From an optimization exercise on the open Yosys and OpenROAD flow, aimed at a short achievable clock period and few clock cycles per item; shortcuts taken in it are not production practice.
The RTL was checked by simulation tests, not by an equivalence proof against the original design.

==> flow/config.mk <==
export PLATFORM = sky130hd
export DESIGN_NAME = datapath_32
export DESIGN_NICKNAME = datapath_32
export VERILOG_FILES = /design/flow/design.v
export SDC_FILE = /design/flow/constraint.sdc
export NUM_CORES = 8
export LEC_CHECK = 0
export CAP_MARGIN = 20
export CORE_MARGIN = 2
export CORE_UTILIZATION = 40
export SETUP_SLACK_MARGIN = 3
export SLEW_MARGIN = 20
==> flow/constraint.sdc <==
create_clock -name core_clock -period 135.0 [get_ports {clk}]
set_input_delay 27.0000 -clock core_clock [delete_from_list [all_inputs] [get_ports {clk}]]
set_output_delay 27.0000 -clock core_clock [all_outputs]
set_load 0.01 [all_outputs]
==> flow/design.v <==
`timescale 1ns / 1ps
module datapath_32(input clk,rst,
  output [31:0]imem_addr,input [31:0]imem_data,
  output [31:0]dmem_addr,output [31:0]dmem_wdata,output dmem_we,input [31:0]dmem_rdata,
  output halted,
  output retire_valid,output [31:0]retire_pc,output retire_we,output [4:0]retire_rd,output [31:0]retire_data);
reg [31:0] pc;
reg [31:0] ir, ir_pc;
reg        ir_v;
reg        stopped;
reg [31:0] R [0:31];
reg [31:0] HI, LO;
reg        m_v, m_we, m_load, m_mul32, m_mul64, m_hlt;
reg [4:0]  m_rd;
reg [31:0] m_pc, m_res, m_a, m_b;
reg [31:0] dm_addr, dm_wdata;
reg        dm_we;
reg        ret_v, ret_we, ret_hlt;
reg [4:0]  ret_rd;
reg [31:0] ret_pc, ret_data;
reg        halt_q;
reg        dv_act;
reg [1:0]  dv_cnt;
reg [31:0] dv_r, dv_q;
assign imem_addr   = pc;
assign dmem_addr   = dm_addr;
assign dmem_wdata  = dm_wdata;
assign dmem_we     = dm_we;
assign halted      = halt_q;
assign retire_valid= ret_v;
assign retire_pc   = ret_pc;
assign retire_we   = ret_we;
assign retire_rd   = ret_rd;
assign retire_data = ret_data;
wire [5:0]  op  = ir[31:26];
wire [4:0]  rs  = ir[25:21];
wire [4:0]  rt  = ir[20:16];
wire [4:0]  rd  = ir[15:11];
wire [4:0]  sh  = ir[9:5];
wire [5:0]  fn  = ir[5:0];
wire [31:0] imm16 = {16'b0, ir[15:0]};
wire [31:0] imm21 = {11'b0, ir[20:0]};
wire op_r0  = op == 6'h00;
wire op_r1  = op == 6'h01;
wire op_r2  = op == 6'h02;
wire op_r   = op_r0 | op_r1 | op_r2;
wire op_imm = (op >= 6'h03 && op <= 6'h07) || op == 6'h2f;
wire op_lw  = op == 6'h08;
wire op_sw  = op == 6'h09;
wire op_li  = op == 6'h0a;
wire op_mov = op == 6'h0b;
wire op_lna = op == 6'h0c;
wire op_lui = op == 6'h19;
wire op_br  = op >= 6'h10 && op <= 6'h15;
wire op_j   = op == 6'h20;
wire op_jr  = op == 6'h21;
wire op_mfh = op == 6'h23;
wire op_mfl = op == 6'h24;
wire op_md  = op == 6'h38;
wire op_hlt = op == 6'h3f;
wire md_mul = op_md & (fn == 6'd1);
wire md_div = op_md & (fn == 6'd2);
wire r_mul  = op_r & (fn == 6'd9);
wire r_div  = op_r & (fn == 6'd10);
wire is_div = r_div | md_div;
wire use_rs = op_r | op_imm | op_lw | op_sw | op_br | op_jr | md_mul | md_div;
wire use_rt = op_r0 | op_r1 | op_sw | op_mov | op_br | md_mul | md_div;
wire [31:0] ra = R[rs];
wire [31:0] rb = R[rt];
wire [31:0] xa = ra;
wire [31:0] xb = op_r2 ? {27'b0, sh} : (op_imm ? imm16 : rb);
reg  [5:0]  af;
always @(*) begin
  case (op)
    6'h03: af = 6'd1;
    6'h04: af = 6'd2;
    6'h05: af = 6'd3;
    6'h06: af = 6'd4;
    6'h07: af = 6'd5;
    6'h2f: af = 6'h30;
    default: af = fn;
  endcase
end
reg [31:0] alu;
always @(*) begin
  case (af)
    6'd1:  alu = xa + xb;
    6'd2:  alu = xa - xb;
    6'd3:  alu = xa & xb;
    6'd4:  alu = xa | xb;
    6'd5:  alu = xa ^ xb;
    6'd6:  alu = ~xa;
    6'd8:  alu = xa << xb;
    6'd11: alu = xa >> xb;
    6'h30: alu = {31'b0, xa < xb};
    default: alu = 32'b0;
  endcase
end
wire        dv_b0 = xb == 32'b0;
wire [1:0]  dv_s  = (xa[31:24] >= xb) ? 2'd3 : (xa[31:16] >= xb) ? 2'd2 :
                    (xa[31:8] >= xb) ? 2'd1 : 2'd0;
wire [1:0]  dv_c  = dv_act ? dv_cnt : dv_s;
reg  [31:0] dv_rin;
always @(*) begin
  if (dv_act) dv_rin = dv_r;
  else case (dv_s)
    2'd3: dv_rin = 32'b0;
    2'd2: dv_rin = {24'b0, xa[31:24]};
    2'd1: dv_rin = {16'b0, xa[31:16]};
    default: dv_rin = {8'b0, xa[31:8]};
  endcase
end
reg [7:0] dv_abits;
always @(*) begin
  case (dv_c)
    2'd3: dv_abits = xa[31:24];
    2'd2: dv_abits = xa[23:16];
    2'd1: dv_abits = xa[15:8];
    default: dv_abits = xa[7:0];
  endcase
end
reg [31:0] dv_rout;
reg [7:0]  dv_qb;
reg [32:0] dv_t;
integer di;
always @(*) begin
  dv_rout = dv_rin;
  for (di = 7; di >= 0; di = di - 1) begin
    dv_t = {dv_rout, dv_abits[di]} - {1'b0, xb};
    if (!dv_t[32]) begin
      dv_rout = dv_t[31:0];
      dv_qb[di] = 1'b1;
    end else begin
      dv_rout = {dv_rout[30:0], dv_abits[di]};
      dv_qb[di] = 1'b0;
    end
  end
end
wire [31:0] dv_qout = {(dv_act ? dv_q[23:0] : 24'b0), dv_qb};
wire        dv_last = dv_b0 | (dv_c == 2'd0);
wire [31:0] quot = dv_b0 ? 32'hffffffff : dv_qout;
wire [31:0] rem  = dv_b0 ? xa : dv_rout;
wire hz_m   = m_v & m_we & (m_load | m_mul32) &
              ((use_rs & (m_rd == rs)) | (use_rt & (m_rd == rt)));
wire hz_hl  = m_v & m_mul64 & (op_mfh | op_mfl);
wire stall_x = ir_v & (hz_m | hz_hl | (is_div & ~dv_last));
wire x_go   = ir_v & ~stall_x;
reg [31:0] x_res;
always @(*) begin
  if (op_r & is_div) x_res = quot;
  else if (op_r) x_res = alu;
  else if (op_li) x_res = imm21;
  else if (op_lui) x_res = {ir[15:0], 16'b0};
  else if (op_lna) x_res = ir_pc + 32'd4;
  else if (op_mov) x_res = rb;
  else if (op_mfh) x_res = HI;
  else if (op_mfl) x_res = LO;
  else x_res = alu;
end
wire x_gw   = op_r | op_imm | op_lw | op_li | op_mov | op_lna | op_lui | op_mfh | op_mfl;
wire [4:0] x_dst = (op_r0 | op_r2) ? rd : (op_r1 | op_imm | op_lw) ? rt : rs;
wire x_wlate = op_lw | r_mul;            
wire x_wnow  = x_go & x_gw & ~x_wlate;
reg br_c;
always @(*) begin
  case (op[2:0])
    3'd0: br_c = ra == rb;
    3'd1: br_c = ra != rb;
    3'd2: br_c = ra > rb;
    3'd3: br_c = ra >= rb;
    3'd4: br_c = ra < rb;
    default: br_c = ra <= rb;
  endcase
end
wire [31:0] x_pc4  = ir_pc + 32'd4;
wire [31:0] x_brt  = x_pc4 + {14'b0, ir[15:0], 2'b00};
wire [31:0] x_jt   = {x_pc4[31:28], ir[25:0], 2'b00};
wire [31:0] x_next = (op_br & br_c) ? x_brt : op_jr ? ra : op_j ? x_jt : x_pc4;
wire redirect = x_go & ~op_hlt & (x_next != pc);
wire        f_is_j = imem_data[31:26] == 6'b100000;
wire [31:0] pc4    = pc + 32'd4;
wire [31:0] f_jt   = {pc4[31:28], imem_data[25:0], 2'b00};
wire        halt_now = x_go & op_hlt;
always @(posedge clk) begin
  if (rst) begin
    pc <= 32'b0;
    ir_v <= 1'b0;
    stopped <= 1'b0;
  end else if (stopped | halt_now) begin
    ir_v <= 1'b0;
    stopped <= 1'b1;
  end else if (redirect) begin
    pc <= x_next;
    ir_v <= 1'b0;
  end else if (!stall_x) begin
    ir <= imem_data;
    ir_pc <= pc;
    ir_v <= 1'b1;
    pc <= f_is_j ? f_jt : pc4;
  end
end
always @(posedge clk) begin
  if (rst) dv_act <= 1'b0;
  else if (ir_v & is_div & ~dv_last & ~hz_m) begin
    dv_act <= 1'b1;
    dv_cnt <= dv_c - 2'd1;
    dv_r <= dv_rout;
    dv_q <= dv_qout;
  end else dv_act <= 1'b0;
end
wire [63:0] prod = m_a * m_b;
wire        m_gw = m_v & m_we & (m_load | m_mul32);
wire [31:0] m_wd = m_load ? dmem_rdata : prod[31:0];
always @(posedge clk) begin
  if (rst) begin
    m_v <= 1'b0;
    dm_we <= 1'b0;
  end else begin
    m_v <= x_go;
    dm_we <= x_go & op_sw;
  end
  m_pc <= ir_pc;
  m_we <= x_gw;
  m_rd <= x_dst;
  m_res <= x_res;
  m_load <= op_lw;
  m_mul32 <= r_mul;
  m_mul64 <= md_mul;
  m_hlt <= op_hlt;
  m_a <= xa;
  m_b <= xb;
  dm_addr <= ra + imm16;
  dm_wdata <= rb;
end
integer k;
always @(posedge clk) begin
  for (k = 0; k < 32; k = k + 1) begin
    if (rst && k < 8) begin
      case (k)
        0: R[k] <= 32'd1;
        1: R[k] <= 32'd2;
        2: R[k] <= 32'hffffffff;
        3: R[k] <= 32'd4;
        4: R[k] <= 32'd5;
        5: R[k] <= 32'd6;
        6: R[k] <= 32'd7;
        default: R[k] <= 32'h22222222;
      endcase
    end else if (x_wnow && x_dst == k) R[k] <= x_res;
    else if (m_gw && m_rd == k) R[k] <= m_wd;
  end
end
always @(posedge clk) begin
  if (rst) begin
    HI <= 32'h32;
    LO <= 32'h16;
  end else if (x_go & op_md & ~md_mul) begin
    HI <= md_div ? rem : 32'b0;
    LO <= md_div ? quot : 32'b0;
  end else if (m_v & m_mul64) begin
    HI <= prod[63:32];
    LO <= prod[31:0];
  end
end
always @(posedge clk) begin
  if (rst) begin
    ret_v <= 1'b0;
    halt_q <= 1'b0;
  end else begin
    ret_v <= m_v;
    if (ret_v & ret_hlt) halt_q <= 1'b1;
  end
  ret_pc <= m_pc;
  ret_we <= m_we;
  ret_rd <= m_rd;
  ret_data <= m_load ? dmem_rdata : m_mul32 ? prod[31:0] : m_res;
  ret_hlt <= m_hlt;
end
endmodule
==> flow/run.sh <==
#!/bin/bash
# synth_recipe.tcl (not shown) runs the flow's synth.tcl, then flattens the netlist and writes it again
# the make line also repeats each setting of config.mk as NAME=value (left out here)
make -C /OpenROAD-flow-scripts/flow DESIGN_CONFIG=/design/flow/config.mk WORK_HOME=/design/flow/orfs CLKGATE_MAP_FILE= SYNTH_SCRIPT=/design/flow/synth_recipe.tcl finish
==> impl_metrics.csv <==
group,metric,value,unit
clock_tree,post_cts_buffers,0,
place,io_buffers,234,
synthesis,synthesis.area,137000,µm²
clock_tree,numClockSinks,1522,
detailed_routing,drc,0,
grt,antenna_found_initial,119,
sta,whs,0.319,ns
synthesis,synth.most_common_cell,"nand2_1",
synthesis,netlist_instances,16400,
synthesis,ys_ff_latch,1522,
grt,overflow,0,
layout,post-route-util,44.9,%
synthesis,synth_warnings,2,
sta,fin_skew,0.123,ns
clock_tree,cts_tree,"done",
clock_tree,cts.repair.resized,0,
layout,postLayoutCellArea,154000,µm²
synthesis,ys_seq_area_share,28.7,%
layout,instances_no_fill,21000,
setup_path,cp-start-kind,"register",
clock_tree,worstSkewPairLatency,1.02,ns
synthesis,synth_top_area_share,19.5,%
sta,setup_tns,0,ns
floorplanning,pin_count,235,
setup_path,worstPathMaxFanout,39,
sta,grt_setup_unrepaired,"no",
synthesis,netlist_top_cells_area,"edfxtp_1, fa_1, dfxtp_1",
floorplanning,die_area,348000,µm²
detailed_routing,wl_per_cell,39.0,µm
floorplanning,die_height,590,µm
place,place_inst,20500,
floorplanning,die_x,590,µm
grt,grt_max_degree,90,
detailed_routing,finalWirelength,820,mm
synthesis,synthArstFlopShare,0,%
clock_tree,clk_pin_slew_worst_paths,0.07,ns
setup_path,crit_type,"reg2reg",
synthesis,synth_common_cells,"nand2_1, nor2_1, a21oi_1, inv_1, clkbuf_1",
sta,worst_slack,87.44,ns
sta,worst_slew_pin_slew,1.43,ns
synthesis,yosysTopAreaCell,"edfxtp_1",
layout,area_growth,11.9,%
detailed_routing,first_pass_iters,14,
layout,drive_gt1_share,8.80,%
worst_hold_path,hold_class,"reg2reg",
clock_tree,cts_buffers,188,
grt,grt_pass1_wl,1100,mm
clock_tree,cts_root_buf,"clkbuf_16",
clock_tree,cts_buffer_depth,4,
grt,use_met1,52.3,%
sta,max_freq,21.0,MHz
layout,nNetsFinal,17900,
grt,gr-usage-met3,20.0,%
detailed_routing,vias,145000,
synthesis,synth_edf_count,890,
synthesis,syn_nets,18100,
grt,track_usage,45.6,%
clock_tree,postCtsHoldBufs,0,
grt,grt.busiest_layer,"met2",
setup_path,crit_path_max_incr_delay,1.00,ns
sta,finalHoldViolations,0,
detailed_routing,ant_nets,0,
setup_path,critPathSlowestCell,"nor2_2",
sta,slew_headroom,3.65,%
place,hpwl,558,mm
sta,finalSetupViolations,0,
place,post-place-ws,89.19,ns
synthesis,ys.flop_type,"edfxtp_1",
grt,grt_pass1_vias,132000,
setup_path,path_common_cell,"o21ai_0",
detailed_routing,drt_iter0_drc,26900,
place,place.gp.congestion,1.10,
sta,min_period,47.56,ns
floorplanning,initial_core_util,40.1,%
floorplanning,rows,215,
detailed_routing,avgViaCountPerCell,6.89,
place,placed_area,147000,µm²
sta,report.final.slew_viol_count,0,
clock_tree,ctsHtreeMaxLevel,4,
layout,fill_cells,33700,
grt,gr-usage-met2,63.8,%
synthesis,syn_area_per_cell,8.37,µm²
setup_path,worstPathArrival,48.18,ns
job,max_cap_violations,0,
status,status,"complete, no violations",
setup_path,endpoint_kind,"register",
sta,post-route-period-util,35.2,%
floorplanning,core_region_area,342000,µm²
setup_path,required,135.63,ns
synthesis,ys_types,120,
-- flip-flops by register name, indices dropped and copies added (netlist names), 2 cells and up --
name and cells:
dm_wdata 32, ret_data 32, dv_q 24, ir 32, m_res 32, m_pc 32, HI 32, m_b 32
ret_pc 32, dm_addr 32, ret_rd 5, pc 32, dv_r 32, m_a 32, m_rd 5, LO 32
ir_pc 32, dv_cnt 2, R 1024
-- metal layers --
metal | up-vias | wire, µm | part of all wire [%]
li1 | 57300 | - | -
met1 | 69200 | 278000 | 34
met2 | 13500 | 325000 | 40
met3 | 4574 | 120000 | 15
met4 | 77 | 95700 | 12
met5 | - | 1460 | 0.18
-- critical path, delay by kind of cell (launching register included) --
family	cells	cell delay, ns
adders and majority gates	11	4.05
and+or+nand+nor	35	8.74
muxes	4	1.15
AOI/OAI and AO/OA	90	25.13
xor gates and xnor gates	2	0.76
DFF	1	0.40
buffers and inverters	19	6.55
-- logic make-up (layout without fill, tap and decap cells) --
logic type,Yosys count,in the layout,share of synthesized area [%]
xor gates and xnor gates,409,409,2.63
muxes,345,345,2.67
DFF,1522,1522,28.7
adders and majority gates,1641,1641,19.9
and+or+nand+nor,5518,5518,18.3
buffers and inverters,2571,2521,7.26
other,0,105,0
AOI/OAI and AO/OA,4386,4386,20.6
-- placed cells by master, fill, tap and decap left out, types with 60 or more instances in the layout --
cell type        instances
nand2_1               1832
nor2_1                1551
a21oi_1               1479
inv_1                 1312
fa_1                   908
edfxtp_1               890
ha_1                   733
a22oi_1                635
o21ai_0                632
dfxtp_1                622
buf_4                  598
nand3_1                595
and2_1                 337
xnor2_1                268
clkdlybuf4s50_1        233
nand4_1                227
mux2i_1                211
nor3_1                 207
a211oi_1               206
clkbuf_16              197
o211ai_1               184
a21o_1                 176
and3_1                 140
xor2_1                 132
mux2_2                 117
diode_2                105
nand2b_1               100
o21a_1                  95
o22ai_1                 89
nor2b_1                 88
o21bai_1                74
nor2_4                  66
o31ai_1                 64
a22o_1                  60
-- final cells by class --
type / count / area [µm²] / area share (%)
repair buffers: 842 / 7060 / 4.60
flip-flops and latches: 1522 / 39400 / 25.7
inverters: 1329 / 4990 / 3.25
diodes: 105 / 263 / 0.171
multi-input cells: 12300 / 89900 / 58.5
clock buffers: 263 / 5410 / 3.52
well taps: 4557 / 5700 / 3.71
clock inverters: 87 / 865 / 0.563
-- final timing paths --
check	startpoint	end	slack [ns]	cells after the start
max reg2reg	ir[16]	R[21][0]	87.44	161
max	ir[16]	R[21][0]	87.44	161
min	m_hlt	ret_hlt	0.32	0
min reg2reg	m_hlt	ret_hlt	0.32	0
Testbench counts, summed over its fixed seeds: cycles 39,973, instrs 37,750.

## what the ideal ports hide
How much do the figures lean on ideal ports? The routed layout below was timed once more, with nothing changed but the port constraints. Step 1, drivers: a clkbuf_16 drives clk and a buf_2 each remaining input, both assumed. Step 2 adds t to the input delays and takes it off the output delays; t is the mean of the earliest and latest rising clock arrival at the registers after step 1. Input paths then give back, and output paths get back, about the clock's delay inside the block. a / b / c = no drivers / after step 1 / after step 2; a / b = the first two.
shift t [ns]: 1.076
setup WS [ns]: 87.445 / 87.445 / 87.445
clock arrival spread, ns: 0.123 / 0.123
worst register clock-pin slew, ns: 0.08 / 0.08
After both steps setup and hold are still met in this run. The setup slack of this run moves by 0.000 ns with the drivers and by 0.000 ns with both steps.
